This is an optimization exercise on Yosys and OpenROAD, whose aim is small area and a short achievable clock period, not a production implementation. RTL that was checked went through simulation tests only; none was proved equivalent to the original.

==> inputs of trial 70 <==
## ex2_1
module ex2_1 (
	      input 		  clk, rst, validi,
	      input [31:0] 	  data_in,
	      output logic 	  valido,
	      output logic [31:0] data_out
	      );
export LEC_CHECK = 0
export CAP_MARGIN = 20
export CORE_MARGIN = 2
export CORE_UTILIZATION = 40
export SETUP_SLACK_MARGIN = 4.4
export SLEW_MARGIN = 20
export SYNTH_HIERARCHICAL = 1
export TNS_END_PERCENT = 0
create_clock -name core_clock -period 8.0 [get_ports {clk}]
standard.sh (not shown) runs the stock make flow with config.mk's settings and CLKGATE_MAP_FILE= SYNTH_SCRIPT=/design/flow/synth_recipe.tcl, a recipe that flattens the netlist after the stock synthesis.
==> flow/flow/run.sh <==
#!/bin/bash
# The standard layout, except that the port buffers are plain buf_2 cells rather
# than the delay cells buffer_ports picks by default. make's full output goes to flow_make.log.
set -euo pipefail
bash standard.sh "BUFFER_PORTS_ARGS=-buffer_cell sky130_fd_sc_hd__buf_2" finish > flow_make.log 2>&1
==> inputs of build 5, as changes to trial 70 <==
==> flow/flow/run.sh (replaced) <==
#!/bin/bash
# The standard layout, with two changes: the port buffers are plain buf_2 cells rather
# than the delay cells buffer_ports picks by default, and timing repair may resize a cell to
# any drive strength (MATCH_CELL_FOOTPRINT=0), not only to cells of the same footprint.
# make's full output goes to flow_make.log.
set -euo pipefail
bash standard.sh "BUFFER_PORTS_ARGS=-buffer_cell sky130_fd_sc_hd__buf_2" MATCH_CELL_FOOTPRINT=0 finish > flow_make.log 2>&1
==> inputs of build 22, as changes to trial 70 <==
SETUP_SLACK_MARGIN = 4.2   (was 4.4)
==> inputs of trial 8, as changes to trial 70 <==
==> flow/flow/run.sh (replaced) <==
#!/bin/bash
# The standard layout, with two changes: the port buffers are plain buf_2 cells rather
# than the delay cells buffer_ports picks by default, and timing repair may resize a cell to
# any drive strength (MATCH_CELL_FOOTPRINT=0), not only to cells of the same footprint.
# make's full output goes to flow_make.log.
set -euo pipefail
bash standard.sh "BUFFER_PORTS_ARGS=-buffer_cell sky130_fd_sc_hd__buf_2" MATCH_CELL_FOOTPRINT=0 finish > flow_make.log 2>&1
SETUP_SLACK_MARGIN = 4.8   (was 4.4)
==> reports/qor.csv <==
stage,metric,value,unit
finish,multi_input_cells,1119,
grt,grt_antenna_before_repair,2,
critical_path,path_depth,8,
critical_path,arrival,4.01,ns
run_status,status,"complete, no violations",
clock_network,cts_setup_buffers,0,
route,via_per_inst,5.73,
critical_path,crit_slowest_cell,fa_1,
finish,final_layout_size_suffix_gt1_frac,0.165,
finish,signal_buffers,80,
finish,nFillCells,3667,
# the run above: trial 70

==> reports/qor.csv <==
stage,metric,value,unit
finish,multi_input_cells,1119,
yosys,synth_area,15900,sq um
route,drc,0,
critical_path,arrival,4.03,ns
route,firstDrtPassIters,6,
grt,grt_antenna_before_repair,1,
finish,nFillCells,3666,
finish,final_layout_size_suffix_gt1_frac,0.164,
finish,signal_buffers,82,
critical_path,crit_slowest_cell,buf_4,
run_status,status,"complete, no violations",
# the run above: trial 8

==> reports/qor.csv <==
stage,metric,value,unit
sta,finalSetupViolCount,0,
finish,final_layout_size_suffix_gt1_frac,0.164,
finish,nFillCells,3666,
run_status,status,"complete, no violations",
grt,grt_pass1_wl,73.7,mm
critical_path,arrival,4.03,ns
clock_network,clock_path_buffers,2,
finish,signal_buffers,82,
finish,seq_cells,166,
finish,multi_input_cells,1119,
clock_network,cts_setup_buffers,1,
# the run above: build 5

==> reports/qor.csv <==
stage,metric,value,unit
finish,multi_input_cells,1120,
route,via_per_inst,5.67,
critical_path,crit_slowest_cell,fa_1,
finish,nFillCells,3654,
finish,final_layout_size_suffix_gt1_frac,0.151,
run_status,status,"complete, no violations",
# the run above: build 22


========
==> inputs of try-maple <==
Another version of the RTL of ex2_1 (not shown whole).
clock: 8.0 ns
lec_check: 0
cap_margin: 20
core_margin: 2
core_utilization: 40
slew_margin: 20
run.sh (not shown) runs the stock make flow with config.mk's settings and CLKGATE_MAP_FILE= SYNTH_SCRIPT=/design/flow/synth_recipe.tcl, a recipe that flattens the netlist after the stock synthesis.
Stock flow here: none of the scripts above is used.
==> try-amber: changes against try-maple <==
--- a/flow/config.mk
+++ b/flow/config.mk
@@ -7,2 +7,3 @@
 export LEC_CHECK = 0
+export ABC_CLOCK_PERIOD_IN_PS = 3500
 export CAP_MARGIN = 20
@@ -10,2 +11,3 @@
 export CORE_UTILIZATION = 40
+export SETUP_SLACK_MARGIN = 4.5
 export SLEW_MARGIN = 20
==> qor summary <==
Resized cells post-CTS: try-amber 429; try-maple 0
Final design utilization: try-amber 0.5265; try-maple 0.4497
Fraction of area in registers: try-amber 0.1295; try-maple 0.1515
Non-clock buffer area fraction after layout: try-amber 0.1187; try-maple 0.06134
Max incr delay on CP: try-amber 0.46 ns; try-maple 0.94 ns
Maximum fanout along the worst path: try-amber 7; try-maple 10
Wire length of the first global-routing pass: try-amber 79070 um; try-maple 75940 um
Unrepaired setup endpoints after global routing: try-amber yes; try-maple no
Post-placement cell count: try-amber 2065; try-maple 2060
Non-CTS buffers: try-amber 223; try-maple 119
Weighted congestion at the end of routability-driven global placement: try-amber 0.9231; try-maple 0.9216
Final wirelength: try-amber 50970 um; try-maple 49350 um
Status: try-amber no timing/DRC/antenna violations; try-maple no timing/DRC/antenna violations
Met2 Routed Length: try-amber 24360 um; try-maple 22680 um
Number of stages on the worst setup path: try-amber 15; try-maple 14
M1 wire length: try-amber 20420 um; try-maple 20180 um
No run of this note included a check of the RTL's function; only the layout flow was run.

========
==> onyx: inputs <==
ex2_1, a different RTL version from the one above (not shown whole).
clock: 8.0 ns
lec_check: 0
abc_clock_period_in_ps: 4000
cap_margin: 20
core_margin: 2
core_utilization: 40
setup_slack_margin: 4.0
slew_margin: 20
synth_hierarchical: 1
==> harbor (differences from onyx) <==
==> flow/config.mk (replaced) <==
export PLATFORM = sky130hd
export DESIGN_NAME = ex2_1
export DESIGN_NICKNAME = ex2_1
export VERILOG_FILES = /design/flow/design.v
export SDC_FILE = /design/flow/constraint.sdc
export NUM_CORES = 4
export LEC_CHECK = 0
export ABC_CLOCK_PERIOD_IN_PS = 3500
export CAP_MARGIN = 20
export CORE_MARGIN = 2
export CORE_UTILIZATION = 40
export SETUP_SLACK_MARGIN = 4.5
export SLEW_MARGIN = 20
export SYNTH_HIERARCHICAL = 1
==> results.txt <==
- Against harbor, the non-clock buffer count of onyx is lower by 38.
- In synthesized cell count, onyx and harbor do not differ.
- In onyx the worst setup slack is lower than in harbor, by 0.041 ns.
- Between onyx and harbor, the lower maximum frequency is in onyx (gap about 0.9%, measured against harbor).
- Between harbor and onyx, the lower register-to-register slack is in onyx (gap 0.02 ns).
==> figures <==
| item | onyx | harbor |
|---|---|---|
| Area used by multi-input combinational logic | 12,940 um2 | 13,710 um2 |
| Vias/cell | 5.933 | 5.903 |
| Post-detail-place hpwl | 36,710 um | 37,020 um |
| GRT Total Usage | 28.27% | 28.18% |
| Share of the clock period used by the worst path | 53.99% | 53.48% |
| Status | no timing/DRC/antenna violations | no timing/DRC/antenna violations |
| Number of buffers inserted by post-CTS setup repair | 50 | 70 |
| Detailed Route Iter0 Violations | 1,235 | 1,300 |
| Clock buf count | 18 | 19 |
| Buf/Inv on CP | 2 | 3 |
| Sequential fraction of total cell area | 18.48% | 17.40% |
Function was not checked in any run of this note: the RTL went through the layout flow alone.

========
==> v7 <==
Another version of the RTL of ex2_1 (not shown whole).
Design ex2_1, start of the top module:
module ex2_1 (
	      input 		  clk, rst, validi,
	      input [31:0] 	  data_in,
	      output logic 	  valido,
	      output logic [31:0] data_out
	      );
export LEC_CHECK = 0
export ABC_CLOCK_PERIOD_IN_PS = 4000
export CAP_MARGIN = 20
export CORE_MARGIN = 2
export CORE_UTILIZATION = 40
export SETUP_SLACK_MARGIN = 3.5
export SLEW_MARGIN = 20
create_clock -name core_clock -period 8.0 [get_ports {clk}]
==> v14 (differences from v7) <==
==> flow/config.mk (replaced) <==
export PLATFORM = sky130hd
export DESIGN_NAME = ex2_1
export DESIGN_NICKNAME = ex2_1
export VERILOG_FILES = /design/flow/design.v
export SDC_FILE = /design/flow/constraint.sdc
export NUM_CORES = 4
export LEC_CHECK = 0
export CAP_MARGIN = 20
export CORE_MARGIN = 2
export CORE_UTILIZATION = 40
export SLEW_MARGIN = 20
==> comparison table <==
|  | v14 | v7 |
|---|---|---|
| Outcome | finished clean | finished clean |
| Launch point of the worst reg-to-reg path | a[9]$_DFF_P_ | a[3]$_DFF_P_ |
| Global-route wire length before repair | 69.7 mm | 77.5 mm |
| Register Area | 0.00200 mm^2 | 0.00207 mm^2 |
| Total routed wirelength | 44.3 mm | 50.2 mm |
| Slowest cell delay on critical path | 0.56 ns | 0.54 ns |
| Number of global-route vias before repair | 12.1k | 13.3k |
| Cell Count, Final, Fillers Out | 2140 | 2256 |
| Multi-input gate share of total cell area | 69.7% | 67.7% |
| Wirelength per Cell | 20.7 um | 22.3 um |
No functional check of the RTL was part of any run of this note.

========
==> inputs of run a <==
ex2_1, a different RTL version from the one above (not shown whole).
Settings: LEC_CHECK=0, ABC_CLOCK_PERIOD_IN_PS=3500, CAP_MARGIN=20, CORE_MARGIN=2, CORE_UTILIZATION=40, SETUP_SLACK_MARGIN=4.5, SLEW_MARGIN=20, SYNTH_HIERARCHICAL=1; clock period 8.0 ns.
==> inputs of run b, as changes to run a <==
==> flow/config.mk (replaced) <==
export PLATFORM = sky130hd
export DESIGN_NAME = ex2_1
export DESIGN_NICKNAME = ex2_1
export VERILOG_FILES = /design/flow/design.v
export SDC_FILE = /design/flow/constraint.sdc
export NUM_CORES = 4
export LEC_CHECK = 0
export CAP_MARGIN = 20
export CORE_MARGIN = 2
export CORE_UTILIZATION = 40
export SETUP_SLACK_MARGIN = 4.0
export SLEW_MARGIN = 20
export SYNTH_HIERARCHICAL = 1
export TNS_END_PERCENT = 0
==> comparison <==
Run a finished clean. Run b completed with no timing, DRC or antenna violations. In run b the cell count is lower than in run a, by 3.8%. Between run a and run b, the lower critical path depth is in run a (gap 4). In run b the setup slack is lower than in run a, by 0.019 ns. In run a the maximum frequency is higher than in run b, by 0.47%. Worst hold slack: run a is worse than run b (0.0062 ns). In area after synthesis, run a and run b do not differ. In run b the first-iteration DRC count is higher than in run a, by 8.2%.
==> figures <==
| item | run a | run b |
|---|---|---|
| Status | finished clean | finished clean |
| Iteration-0 DRC Markers | 1,153 | 1,248 |
| Critical path launch point | data_in[9] | q5 |
| Grt met3 use | 0.0544 | 0.0512 |
| Post-layout worst setup margin | 3.90 ns | 3.88 ns |
| Multi-input logic area | 13,500 sq um | 12,400 sq um |
| Final Instance Area | 21,300 sq um | 19,000 sq um |
| Highest achievable clock rate | 244 MHz | 243 MHz |
| Routed via count | 12,600 | 12,200 |
| Depth of the worst register-to-register path | 16 | 17 |
| Startpoint of the lowest-slack register-to-register path | q3 | q5 |
| Met1 GRT Util | 0.354 | 0.332 |
| Total routing resource utilization after global routing | 0.260 | 0.249 |
| Pre-CTS setup slack | 2.54 ns | 2.29 ns |
| Post-layout util | 0.533 | 0.475 |
| Global routing met2 resource utilization | 0.412 | 0.403 |
| Fraction of area in clock buffers and inverters | 0.0293 | 0.0293 |
| Count of fill cells added during filler insertion | 3,425 | 3,659 |

========
==> job 9927: inputs <==
ex2_1, a different RTL version from the one above (not shown whole).
export LEC_CHECK = 0
export CAP_MARGIN = 20
export CORE_MARGIN = 2
export CORE_UTILIZATION = 40
export SETUP_SLACK_MARGIN = 4.6
export SLEW_MARGIN = 20
export SYNTH_HIERARCHICAL = 1
export TNS_END_PERCENT = 0
create_clock -name core_clock -period 8.0 [get_ports {clk}]
standard.sh (not shown) runs the stock make flow with config.mk's settings and CLKGATE_MAP_FILE= SYNTH_SCRIPT=/design/flow/synth_recipe.tcl, a recipe that flattens the netlist after the stock synthesis.
==> flow/flow/run.sh <==
#!/bin/bash
# The standard layout, with two changes: the port buffers are plain buf_2 cells rather
# than the delay cells buffer_ports picks by default, and timing repair may resize a cell to
# any drive strength (MATCH_CELL_FOOTPRINT=0), not only to cells of the same footprint.
# make's full output goes to flow_make.log.
set -euo pipefail
bash standard.sh "BUFFER_PORTS_ARGS=-buffer_cell sky130_fd_sc_hd__buf_2" MATCH_CELL_FOOTPRINT=0 finish > flow_make.log 2>&1
==> inputs of job 3572, as changes to job 9927 <==
==> flow/flow/run.sh (replaced) <==
#!/bin/bash
# The standard layout, except that the port buffers are plain buf_2 cells rather
# than the delay cells buffer_ports picks by default. make's full output goes to flow_make.log.
set -euo pipefail
bash standard.sh "BUFFER_PORTS_ARGS=-buffer_cell sky130_fd_sc_hd__buf_2" finish > flow_make.log 2>&1
- SETUP_SLACK_MARGIN: 4.6 -> 4.4
==> inputs of job 5879, as changes to job 9927 <==
--- a/flow/design.v
+++ b/flow/design.v
@@ -1007,35 +1007,32 @@
    wire xg65, xp65;
    wire xg66, xp66;
    wire xg67, xp67;
    wire xg68, xp68;
    wire xg69, xp69;
-   wire gq2, tq2;
    wire xg70, xp70;
    wire xg71, xp71;
-   wire gq6, tq6;
    wire xg72, xp72;
-   wire gq8, tq8;
    wire xg73, xp73;
    wire xg74, xp74;
    wire xg75, xp75;
    wire xg76, xp76;
    wire xg77, xp77;
-   wire gq18, tq18;
-   wire xg78, xp78;
-   wire gq20, tq20;
+   wire gi78, pi78;
    wire xg79, xp79;
-   wire gq22, tq22;
-   wire xg80, xp80;
-   wire gq24, tq24;
+   wire gi80, pi80;
    wire xg81, xp81;
-   wire gq26, tq26;
-   wire xg82, xp82;
-   wire gq28, tq28;
+   wire gi82, pi82;
    wire xg83, xp83;
-   wire gq30, tq30;
-   wire xg84, xp84;
+   wire gi84, pi84;
+   wire xg85, xp85;
+   wire gi86, pi86;
+   wire xg87, xp87;
+   wire gi88, pi88;
+   wire xg89, xp89;
+   wire gi90, pi90;
+   wire xg91, xp91;
    always_ff @(posedge clk) begin
       a <= data_in;
       q0 <= bn0;
       q1 <= pp1;
       q2 <= pp2;
@@ -1841,67 +1838,71 @@
    ex2_1_pgn ug65 (.gnh(xg55), .pnh(xp55), .gnl(gi64), .pnl(1'b0), .g(xg65), .p(xp65));
    ex2_1_pgn ug66 (.gnh(xg56), .pnh(xp56), .gnl(xg47), .pnl(1'b0), .g(xg66), .p(xp66));
    ex2_1_pgn ug67 (.gnh(xg57), .pnh(xp57), .gnl(xg49), .pnl(1'b0), .g(xg67), .p(xp67));
    ex2_1_pgn ug68 (.gnh(xg58), .pnh(xp58), .gnl(xg50), .pnl(1'b0), .g(xg68), .p(xp68));
    ex2_1_pgn ug69 (.gnh(xg59), .pnh(xp59), .gnl(xg51), .pnl(1'b0), .g(xg69), .p(xp69));
-   ex2_1_gtp ugq2 (.a(ra[2]), .b(rb[2]), .g(gq2), .t(tq2));
-   ex2_1_pgi ug70 (.gh(gq2), .ph(tq2), .gl(xg1), .pl(1'b1), .gn(xg70), .pn(xp70));
+   ex2_1_pgn ug70 (.gnh(gn0[2]), .pnh(tn0[2]), .gnl(gi32), .pnl(1'b0), .g(xg70), .p(xp70));
    ex2_1_pgn ug71 (.gnh(gn0[4]), .pnh(tn0[4]), .gnl(xg17), .pnl(1'b0), .g(xg71), .p(xp71));
-   ex2_1_gtp ugq6 (.a(ra[6]), .b(rb[6]), .g(gq6), .t(tq6));
-   ex2_1_pgi ug72 (.gh(gq6), .ph(tq6), .gl(xg33), .pl(1'b1), .gn(xg72), .pn(xp72));
-   ex2_1_gtp ugq8 (.a(ra[8]), .b(rb[8]), .g(gq8), .t(tq8));
-   ex2_1_pgi ug73 (.gh(gq8), .ph(tq8), .gl(xg34), .pl(1'b1), .gn(xg73), .pn(xp73));
+   ex2_1_pgn ug72 (.gnh(gn0[6]), .pnh(tn0[6]), .gnl(gi62), .pnl(1'b0), .g(xg72), .p(xp72));
+   ex2_1_pgn ug73 (.gnh(gn0[8]), .pnh(tn0[8]), .gnl(gi64), .pnl(1'b0), .g(xg73), .p(xp73));
    ex2_1_pgn ug74 (.gnh(gn0[10]), .pnh(tn0[10]), .gnl(xg47), .pnl(1'b0), .g(xg74), .p(xp74));
    ex2_1_pgn ug75 (.gnh(gn0[12]), .pnh(tn0[12]), .gnl(xg49), .pnl(1'b0), .g(xg75), .p(xp75));
    ex2_1_pgn ug76 (.gnh(gn0[14]), .pnh(tn0[14]), .gnl(xg50), .pnl(1'b0), .g(xg76), .p(xp76));
    ex2_1_pgn ug77 (.gnh(gn0[16]), .pnh(tn0[16]), .gnl(xg51), .pnl(1'b0), .g(xg77), .p(xp77));
-   ex2_1_gtp ugq18 (.a(ra[18]), .b(rb[18]), .g(gq18), .t(tq18));
-   ex2_1_pgi ug78 (.gh(gq18), .ph(tq18), .gl(xg60), .pl(1'b1), .gn(xg78), .pn(xp78));
-   ex2_1_gtp ugq20 (.a(ra[20]), .b(rb[20]), .g(gq20), .t(tq20));
-   ex2_1_pgi ug79 (.gh(gq20), .ph(tq20), .gl(xg61), .pl(1'b1), .gn(xg79), .pn(xp79));
-   ex2_1_gtp ugq22 (.a(ra[22]), .b(rb[22]), .g(gq22), .t(tq22));
-   ex2_1_pgi ug80 (.gh(gq22), .ph(tq22), .gl(xg63), .pl(1'b1), .gn(xg80), .pn(xp80));
-   ex2_1_gtp ugq24 (.a(ra[24]), .b(rb[24]), .g(gq24), .t(tq24));
-   ex2_1_pgi ug81 (.gh(gq24), .ph(tq24), .gl(xg65), .pl(1'b1), .gn(xg81), .pn(xp81));
-   ex2_1_gtp ugq26 (.a(ra[26]), .b(rb[26]), .g(gq26), .t(tq26));
-   ex2_1_pgi ug82 (.gh(gq26), .ph(tq26), .gl(xg66), .pl(1'b1), .gn(xg82), .pn(xp82));
-   ex2_1_gtp ugq28 (.a(ra[28]), .b(rb[28]), .g(gq28), .t(tq28));
-   ex2_1_pgi ug83 (.gh(gq28), .ph(tq28), .gl(xg67), .pl(1'b1), .gn(xg83), .pn(xp83));
-   ex2_1_gtp ugq30 (.a(ra[30]), .b(rb[30]), .g(gq30), .t(tq30));
-   ex2_1_pgi ug84 (.gh(gq30), .ph(tq30), .gl(xg68), .pl(1'b1), .gn(xg84), .pn(xp84));
+   assign gi78 = ~xg60;
+   assign pi78 = ~xp60;
+   ex2_1_pgn ug79 (.gnh(gn0[18]), .pnh(tn0[18]), .gnl(gi78), .pnl(1'b0), .g(xg79), .p(xp79));
+   assign gi80 = ~xg61;
+   assign pi80 = ~xp61;
+   ex2_1_pgn ug81 (.gnh(gn0[20]), .pnh(tn0[20]), .gnl(gi80), .pnl(1'b0), .g(xg81), .p(xp81));
+   assign gi82 = ~xg63;
+   assign pi82 = ~xp63;
+   ex2_1_pgn ug83 (.gnh(gn0[22]), .pnh(tn0[22]), .gnl(gi82), .pnl(1'b0), .g(xg83), .p(xp83));
+   assign gi84 = ~xg65;
+   assign pi84 = ~xp65;
+   ex2_1_pgn ug85 (.gnh(gn0[24]), .pnh(tn0[24]), .gnl(gi84), .pnl(1'b0), .g(xg85), .p(xp85));
+   assign gi86 = ~xg66;
+   assign pi86 = ~xp66;
+   ex2_1_pgn ug87 (.gnh(gn0[26]), .pnh(tn0[26]), .gnl(gi86), .pnl(1'b0), .g(xg87), .p(xp87));
+   assign gi88 = ~xg67;
+   assign pi88 = ~xp67;
+   ex2_1_pgn ug89 (.gnh(gn0[28]), .pnh(tn0[28]), .gnl(gi88), .pnl(1'b0), .g(xg89), .p(xp89));
+   assign gi90 = ~xg68;
+   assign pi90 = ~xp68;
+   ex2_1_pgn ug91 (.gnh(gn0[30]), .pnh(tn0[30]), .gnl(gi90), .pnl(1'b0), .g(xg91), .p(xp91));
    assign sum[0] = p0[0];
    ex2_1_xn us1 (.a(p0[1]), .b(gn0[0]), .y(sum[1]));
    ex2_1_x us2 (.a(p0[2]), .b(xg1), .y(sum[2]));
-   ex2_1_xn us3 (.a(p0[3]), .b(xg70), .y(sum[3]));
+   ex2_1_x us3 (.a(p0[3]), .b(xg70), .y(sum[3]));
    ex2_1_xn us4 (.a(p0[4]), .b(xg17), .y(sum[4]));
    ex2_1_x us5 (.a(p0[5]), .b(xg71), .y(sum[5]));
    ex2_1_x us6 (.a(p0[6]), .b(xg33), .y(sum[6]));
-   ex2_1_xn us7 (.a(p0[7]), .b(xg72), .y(sum[7]));
+   ex2_1_x us7 (.a(p0[7]), .b(xg72), .y(sum[7]));
    ex2_1_x us8 (.a(p0[8]), .b(xg34), .y(sum[8]));
-   ex2_1_xn us9 (.a(p0[9]), .b(xg73), .y(sum[9]));
+   ex2_1_x us9 (.a(p0[9]), .b(xg73), .y(sum[9]));
    ex2_1_xn us10 (.a(p0[10]), .b(xg47), .y(sum[10]));
    ex2_1_x us11 (.a(p0[11]), .b(xg74), .y(sum[11]));
    ex2_1_xn us12 (.a(p0[12]), .b(xg49), .y(sum[12]));
    ex2_1_x us13 (.a(p0[13]), .b(xg75), .y(sum[13]));
    ex2_1_xn us14 (.a(p0[14]), .b(xg50), .y(sum[14]));
    ex2_1_x us15 (.a(p0[15]), .b(xg76), .y(sum[15]));
    ex2_1_xn us16 (.a(p0[16]), .b(xg51), .y(sum[16]));
    ex2_1_x us17 (.a(p0[17]), .b(xg77), .y(sum[17]));
    ex2_1_x us18 (.a(p0[18]), .b(xg60), .y(sum[18]));
-   ex2_1_xn us19 (.a(p0[19]), .b(xg78), .y(sum[19]));
+   ex2_1_x us19 (.a(p0[19]), .b(xg79), .y(sum[19]));
    ex2_1_x us20 (.a(p0[20]), .b(xg61), .y(sum[20]));
-   ex2_1_xn us21 (.a(p0[21]), .b(xg79), .y(sum[21]));
+   ex2_1_x us21 (.a(p0[21]), .b(xg81), .y(sum[21]));
    ex2_1_x us22 (.a(p0[22]), .b(xg63), .y(sum[22]));
-   ex2_1_xn us23 (.a(p0[23]), .b(xg80), .y(sum[23]));
+   ex2_1_x us23 (.a(p0[23]), .b(xg83), .y(sum[23]));
    ex2_1_x us24 (.a(p0[24]), .b(xg65), .y(sum[24]));
-   ex2_1_xn us25 (.a(p0[25]), .b(xg81), .y(sum[25]));
+   ex2_1_x us25 (.a(p0[25]), .b(xg85), .y(sum[25]));
    ex2_1_x us26 (.a(p0[26]), .b(xg66), .y(sum[26]));
-   ex2_1_xn us27 (.a(p0[27]), .b(xg82), .y(sum[27]));
+   ex2_1_x us27 (.a(p0[27]), .b(xg87), .y(sum[27]));
    ex2_1_x us28 (.a(p0[28]), .b(xg67), .y(sum[28]));
-   ex2_1_xn us29 (.a(p0[29]), .b(xg83), .y(sum[29]));
+   ex2_1_x us29 (.a(p0[29]), .b(xg89), .y(sum[29]));
    ex2_1_x us30 (.a(p0[30]), .b(xg68), .y(sum[30]));
-   ex2_1_xn us31 (.a(p0[31]), .b(xg84), .y(sum[31]));
+   ex2_1_x us31 (.a(p0[31]), .b(xg91), .y(sum[31]));
 endmodule
 module ex2_1_fa (input a, b, c, output s, co);
    assign s = a ^ b ^ c;
    assign co = (a & b) | (c & (a ^ b));
 endmodule
@@ -1915,17 +1916,10 @@
 endmodule
 module ex2_1_pgn (input gnh, pnh, gnl, pnl, output g, p);
    assign g = ~(gnh & (pnh | gnl));
    assign p = ~(pnh | pnl);
 endmodule
-module ex2_1_ao (input a, b, c, output y);
-   assign y = a | (b & c);
-endmodule
-module ex2_1_gtp (input a, b, output g, t);
-   assign g = a & b;
-   assign t = a | b;
-endmodule
 module ex2_1_gt (input a, b, output gn, tn);
    assign gn = ~(a & b);
    assign tn = ~(a | b);
 endmodule
 module ex2_1_x (input a, b, output y);
==> flow/flow/run.sh (replaced) <==
#!/bin/bash
# The standard layout, except that the port buffers are plain buf_2 cells rather
# than the delay cells buffer_ports picks by default. make's full output goes to flow_make.log.
set -euo pipefail
bash standard.sh "BUFFER_PORTS_ARGS=-buffer_cell sky130_fd_sc_hd__buf_2" finish > flow_make.log 2>&1
==> qor summary <==
|  | job 9927 | job 5879 | job 3572 |
|---|---|---|---|
| Run status | no timing/DRC/antenna violations | no timing/DRC/antenna violations | no timing/DRC/antenna violations |
| Maximum clock skew at final layout | 0.0117 ns | 0.0156 ns | 0.0134 ns |
| Worst slew margin relative to its limit | 38.3% | 28.3% | 30.0% |
| Period utilization | 44.1% | 43.9% | 44.6% |
| Fraction of final layout cells with drive strength greater than 1 | 19.7% | 19.6% | 17.0% |
| Pre-CTS setup slack | 3.68 ns | 3.67 ns | 3.68 ns |
| DIE WIDTH | 205 um | 204 um | 205 um |
| Reg2reg path depth | 12 | 13 | 13 |
| Final core occ | 44.8% | 45.1% | 44.3% |
| Die extent in y | 205 um | 204 um | 205 um |
| Average routed wire per standard cell | 22.9 um | 23.6 um | 22.3 um |
| Source of the worst register-to-register timing path | q51 | q75 | q75 |
| Total placed instance area | 16700 um^2 | 16600 um^2 | 16700 um^2 |
| Master of the slowest instance on the critical path | fa_1 | fa_1 | fa_2 |
| Largest net degree at the start of global routing | 45 | 67 | 67 |
| Detailed Route Iter0 Violations | 996 | 1048 | 831 |
| FF/Latch Area | 3390 um^2 | 3380 um^2 | 3380 um^2 |
| NumNets Final | 1843 | 1835 | 1836 |
| Critical path data required time | 8.33 ns | 8.34 ns | 8.36 ns |
| Worst path depth | 6 | 13 | 13 |

static timing again, ports no longer ideal:
The results above use ideal ports. As a check the final layouts listed here were re-extracted and re-timed, cells and wires unchanged.
Step 1: set_driving_cell puts a clkbuf_16 on clk and a buf_2 on each other input, an assumption about the parent block.
Step 2 adds t to the input delays and takes it off the output delays; t is the mean of the earliest and latest rising clock arrival at the registers after step 1. Input paths then give back, and output paths get back, about the clock's delay inside the block.
a / b / c = no drivers / after step 1 / after step 2; a / b = the first two.
run	t (ns)	setup WS [ns]	worst hold slack (ns)	clock arrival spread, ns	worst register clock-pin slew, ns
trial 70	0.503	4.317 / 4.337 / 3.843	0.438 / 0.438 / 0.438	0.015 / 0.016	0.08 / 0.08
build 5	0.506	4.302 / 4.310 / 3.817	0.440 / 0.440 / 0.440	0.013 / 0.013	0.07 / 0.07
build 22	0.502	4.222 / 4.252 / 3.750	0.434 / 0.434 / 0.434	0.020 / 0.019	0.08 / 0.08
trial 8	0.506	4.302 / 4.310 / 3.817	0.440 / 0.440 / 0.440	0.013 / 0.013	0.07 / 0.07
try-maple	0.506	1.971 / 1.998 / 1.492	0.438 / 0.438 / 0.438	0.013 / 0.013	0.07 / 0.07
try-amber	0.497	3.071 / 3.046 / 2.548	0.431 / 0.431 / 0.431	0.011 / 0.011	0.07 / 0.07
onyx	0.521	3.681 / 3.691 / 3.170	0.432 / 0.432 / 0.432	0.018 / 0.018	0.08 / 0.08
harbor	0.521	3.721 / 3.743 / 3.222	0.439 / 0.439 / 0.439	0.020 / 0.020	0.08 / 0.08
v7	0.446	2.176 / 2.176 / 1.833	0.369 / 0.369 / 0.369	0.017 / 0.017	0.09 / 0.09
v14	0.450	0.961 / 0.961 / 0.961	0.368 / 0.368 / 0.368	0.019 / 0.019	0.09 / 0.09
run a	0.518	3.898 / 3.915 / 3.398	0.433 / 0.433 / 0.433	0.023 / 0.023	0.09 / 0.09
run b	0.513	3.879 / 3.879 / 3.395	0.440 / 0.440 / 0.440	0.020 / 0.020	0.08 / 0.08
job 9927	0.501	4.471 / 4.489 / 3.988	0.441 / 0.441 / 0.441	0.012 / 0.012	0.07 / 0.07
job 3572	0.514	4.434 / 4.434 / 3.945	0.436 / 0.436 / 0.436	0.015 / 0.016	0.07 / 0.07
job 5879	0.510	4.485 / 4.485 / 3.998	0.436 / 0.436 / 0.436	0.016 / 0.016	0.07 / 0.07
After both steps setup and hold are still met in every run listed. For try-amber, which loses most, drivers alone change the setup slack by -0.025 ns; drivers and shift together by -0.523 ns.
